What follows belongs to an exercise in optimizing a design on an open flow for small area, a short achievable clock period and few clock cycles; a production flow would make more cautious choices. Where RTL was checked, it was by simulation tests only, not by an equivalence proof against the original.

Setup of rev 12:
==> flow/design.v <==
module wisc_cache (
   input         clk,
   input         rst,
   input  [15:0] Addr,
   input  [15:0] DataIn,
   input         Rd,
   input         Wr,
   output [15:0] DataOut,
   output        Done,
   output        Stall,
   output        CacheHit,
   output        err,
   output [51:0] bank_addr,     
   output [63:0] bank_wdata,    
   output [3:0]  bank_we,       
   input  [63:0] bank_rdata     
);
   wire [15:0] M_addr, M_data_in, M_data_out;
   wire M_wr, M_rd, M_stall, M_err;
   wire [3:0] M_busy;
   mem_system #(1) cache0 (
      .DataOut(DataOut), .Done(Done), .Stall(Stall), .CacheHit(CacheHit), .err(err),
      .Addr(Addr), .DataIn(DataIn), .Rd(Rd), .Wr(Wr), .createdump(1'b0),
      .clk(clk), .rst(rst),
      .M_addr(M_addr), .M_data_in(M_data_in), .M_wr(M_wr), .M_rd(M_rd),
      .M_data_out(M_data_out), .M_stall(M_stall), .M_busy(M_busy), .err_mem(M_err));
   wisc_fbm mem (
      .clk(clk), .rst(rst), .addr(M_addr), .data_in(M_data_in), .wr(M_wr), .rd(M_rd),
      .data_out(M_data_out), .stall(M_stall), .busy(M_busy), .err(M_err),
      .bank_addr(bank_addr), .bank_wdata(bank_wdata), .bank_we(bank_we),
      .bank_rdata(bank_rdata));
endmodule
module wisc_fbm (
   input         clk,
   input         rst,
   input  [15:0] addr,
   input  [15:0] data_in,
   input         wr,
   input         rd,
   output [15:0] data_out,
   output        stall,
   output [3:0]  busy,
   output        err,
   output [51:0] bank_addr,
   output [63:0] bank_wdata,
   output [3:0]  bank_we,
   input  [63:0] bank_rdata
);
   wire [3:0] sel;
   assign sel[0] = (addr[2:1] == 2'd0);
   assign sel[1] = (addr[2:1] == 2'd1);
   assign sel[2] = (addr[2:1] == 2'd2);
   assign sel[3] = (addr[2:1] == 2'd3);
   wire [3:0] en = sel & ~busy & {4{wr | rd}};
   assign stall = (wr | rd) & ~rst & (|(sel & busy));
   wire [15:0] d0, d1, d2, d3;
   wire [3:0] berr;
   wisc_bank m0 (.clk(clk), .rst(rst), .data_in(data_in), .addr(addr[15:3]), .wr(wr), .rd(rd), .enable(en[0]),
                 .data_out(d0), .err(berr[0]), .st_addr(bank_addr[12:0]), .st_wdata(bank_wdata[15:0]),
                 .st_we(bank_we[0]), .st_rdata(bank_rdata[15:0]));
   wisc_bank m1 (.clk(clk), .rst(rst), .data_in(data_in), .addr(addr[15:3]), .wr(wr), .rd(rd), .enable(en[1]),
                 .data_out(d1), .err(berr[1]), .st_addr(bank_addr[25:13]), .st_wdata(bank_wdata[31:16]),
                 .st_we(bank_we[1]), .st_rdata(bank_rdata[31:16]));
   wisc_bank m2 (.clk(clk), .rst(rst), .data_in(data_in), .addr(addr[15:3]), .wr(wr), .rd(rd), .enable(en[2]),
                 .data_out(d2), .err(berr[2]), .st_addr(bank_addr[38:26]), .st_wdata(bank_wdata[47:32]),
                 .st_we(bank_we[2]), .st_rdata(bank_rdata[47:32]));
   wisc_bank m3 (.clk(clk), .rst(rst), .data_in(data_in), .addr(addr[15:3]), .wr(wr), .rd(rd), .enable(en[3]),
                 .data_out(d3), .err(berr[3]), .st_addr(bank_addr[51:39]), .st_wdata(bank_wdata[63:48]),
                 .st_we(bank_we[3]), .st_rdata(bank_rdata[63:48]));
   assign data_out = d0 | d1 | d2 | d3;
   assign err = (wr | rd) & ((|berr) | addr[0]);
   reg [3:0] bsy0, bsy1, bsy2;
   always @(posedge clk) begin
      bsy0 <= rst ? 4'd0 : en;
      bsy1 <= rst ? 4'd0 : bsy0;
      bsy2 <= rst ? 4'd0 : bsy1;
   end
   assign busy = bsy0 | bsy1 | bsy2;
endmodule
module wisc_bank (
   input         clk,
   input         rst,
   input  [15:0] data_in,
   input  [12:0] addr,
   input         wr,
   input         rd,
   input         enable,
   output [15:0] data_out,
   output        err,
   output [12:0] st_addr,
   output [15:0] st_wdata,
   output        st_we,
   input  [15:0] st_rdata
);
   wire rd0 = rd & ~wr & enable & ~rst;
   wire wr0 = ~rd & wr & enable & ~rst;
   reg rd1, wr1, rd2, wr2, rd3, wr3;
   reg [12:0] addr_1c;
   reg [15:0] data_in_1c, dout;
   always @(posedge clk) begin
      rd1 <= rst ? 1'b0 : rd0;
      wr1 <= rst ? 1'b0 : wr0;
      rd2 <= rst ? 1'b0 : rd1;
      wr2 <= rst ? 1'b0 : wr1;
      rd3 <= rst ? 1'b0 : rd2;
      wr3 <= rst ? 1'b0 : wr2;
      addr_1c <= rst ? 13'd0 : addr;
      data_in_1c <= rst ? 16'd0 : data_in;
      dout <= rst ? 16'd0 : (rd1 ? st_rdata : 16'd0);
   end
   wire busy = rd1 | rd2 | rd3 | wr1 | wr2 | wr3;
   assign err = ((rd0 | wr0) & busy) | (rd & wr & enable & ~rst);
   assign data_out = dout;
   assign st_addr = addr_1c;
   assign st_wdata = data_in_1c;
   assign st_we = wr1 & ~rst;
endmodule

module mem_system(
   output [15:0] DataOut,
   output        Done,
   output        Stall,
   output        CacheHit,
   output        err,
   input  [15:0] Addr,
   input  [15:0] DataIn,
   input         Rd,
   input         Wr,
   input         createdump,
   input         clk,
   input         rst,
   output [15:0] M_addr,
   output [15:0] M_data_in,
   output        M_wr,
   output        M_rd,
   input  [15:0] M_data_out,
   input         M_stall,
   input  [3:0]  M_busy,
   input         err_mem
   );
   parameter memtype = 0;
   reg [1:0] st;
   wire [3:0] sel = {Addr[2] & Addr[1], Addr[2] & ~Addr[1], ~Addr[2] & Addr[1], ~Addr[2] & ~Addr[1]};
   wire bank_free = |(sel & ~M_busy);
   wire can_send = ~(st[1] ^ st[0]);
   assign M_rd = Rd & bank_free & can_send;
   assign M_wr = Wr & bank_free;
   assign M_addr = Addr;
   assign M_data_in = DataIn;
   assign Done = (st == 2'b10) | M_wr;
   assign DataOut = M_data_out;
   assign CacheHit = M_wr & ~st[0];
   assign Stall = Rd | Wr;
   assign err = Addr[0] | (Rd & Wr);
   always @(posedge clk) begin
      if (rst)
         st <= 2'b00;
      else if (st == 2'b01)
         st <= 2'b10;
      else if (st == 2'b10)
         st <= 2'b00;
      else if (M_rd)
         st <= 2'b01;
      else if ((Rd | Wr) & ~Done)
         st <= 2'b11;
      else
         st <= 2'b00;
   end
endmodule
export LEC_CHECK = 0
export ABC_CLOCK_PERIOD_IN_PS = 1000
export CAP_MARGIN = 20
export CORE_MARGIN = 2
export CORE_UTILIZATION = 40
export CTS_BUF_LIST = sky130_fd_sc_hd__clkbuf_8
export CTS_CLUSTER_DIAMETER = 60
export CTS_CLUSTER_SIZE = 30
export PLACE_DENSITY = 0.6
export SLEW_MARGIN = 20
create_clock -name core_clock -period 12.0 [get_ports {clk}]
standard.sh (not shown) runs the stock make flow with config.mk's settings and CLKGATE_MAP_FILE= SYNTH_SCRIPT=/design/flow/synth_recipe.tcl, a recipe that flattens the netlist after the stock synthesis.
==> flow/flow/run.sh <==
#!/bin/bash
# The standard layout, with the port buffers made of buf_1 cells instead of
# the resizer's default choice (clkdlybuf4s50_1).
cp standard.sh standard_sh_copy.txt
export BUFFER_PORTS_ARGS="-buffer_cell sky130_fd_sc_hd__buf_1"
bash standard.sh > standard.log 2>&1
Inputs modified between rev 12 and rev 13:
--- a/flow/design.v
+++ b/flow/design.v
@@ -140,8 +140,7 @@
    );
    parameter memtype = 0;
    reg [1:0] st;
-   wire [3:0] sel = {Addr[2] & Addr[1], Addr[2] & ~Addr[1], ~Addr[2] & Addr[1], ~Addr[2] & ~Addr[1]};
-   wire bank_free = |(sel & ~M_busy);
+   wire bank_free = ~M_busy[Addr[2:1]];
    wire can_send = ~(st[1] ^ st[0]);
    assign M_rd = Rd & bank_free & can_send;
    assign M_wr = Wr & bank_free;
Rev 13: flow completed, timing, DRC and antenna clean. Rev 12 and rev 13 ended up with nearly the same adder-cell area share of the yosys netlist. As far as effective utilization at floorplan is concerned, rev 13 and rev 12 perform about the same. Synthesized cell count across rev 12 and rev 13: no real change. Going from rev 12 to rev 13, post-route non-filler standard cell count stayed essentially flat, wire length after detailed routing fell by 3.2%. Summary of rev 13 over rev 12: area enclosed by the die boundary held, die outline height comparable. Clock-cell share of area essentially unchanged between rev 12 and rev 13. Cell area across rev 12 and rev 13: no real change. For the via-per-instance ratio, rev 13 came in 1.8% higher than rev 12 did. [compare] base=rev 12 new=rev 13: setup slack went up, fmax picked up an extra 0.0033 GHz.
Testbench counts of rev 13, summed over its fixed seeds: cycles 54,679.
The RTL of rev 12 was laid out without a check of its function.

separate check: timing with driven ports:
The results above use ideal ports. As a check the final layouts listed here were re-extracted and re-timed, cells and wires unchanged.
Step 1 assumes that a clkbuf_16 drives the clock port and a buf_2 every other input.
Step 2 also shifts input and output timing later by t, the mid clock arrival at the registers, as if the neighbouring blocks saw the same clock.
Three values: ideal, step 1, step 2; two values: the first two.
| run | t, ns | slack for setup (ns) | hold WS [ns] | slew at the worst register clock pin (ns) |
|---|---|---|---|---|
| rev 12 | 0.432 | 6.019 / 5.992 / 5.992 | 0.465 / 0.465 / 0.465 | 0.08 / 0.08 |
| rev 13 | 0.430 | 6.134 / 6.106 / 6.106 | 0.466 / 0.466 / 0.466 | 0.08 / 0.08 |
After both steps every run listed still meets setup and hold. For rev 13, which loses most, drivers alone change the setup slack by -0.028 ns; drivers and shift together by -0.028 ns.
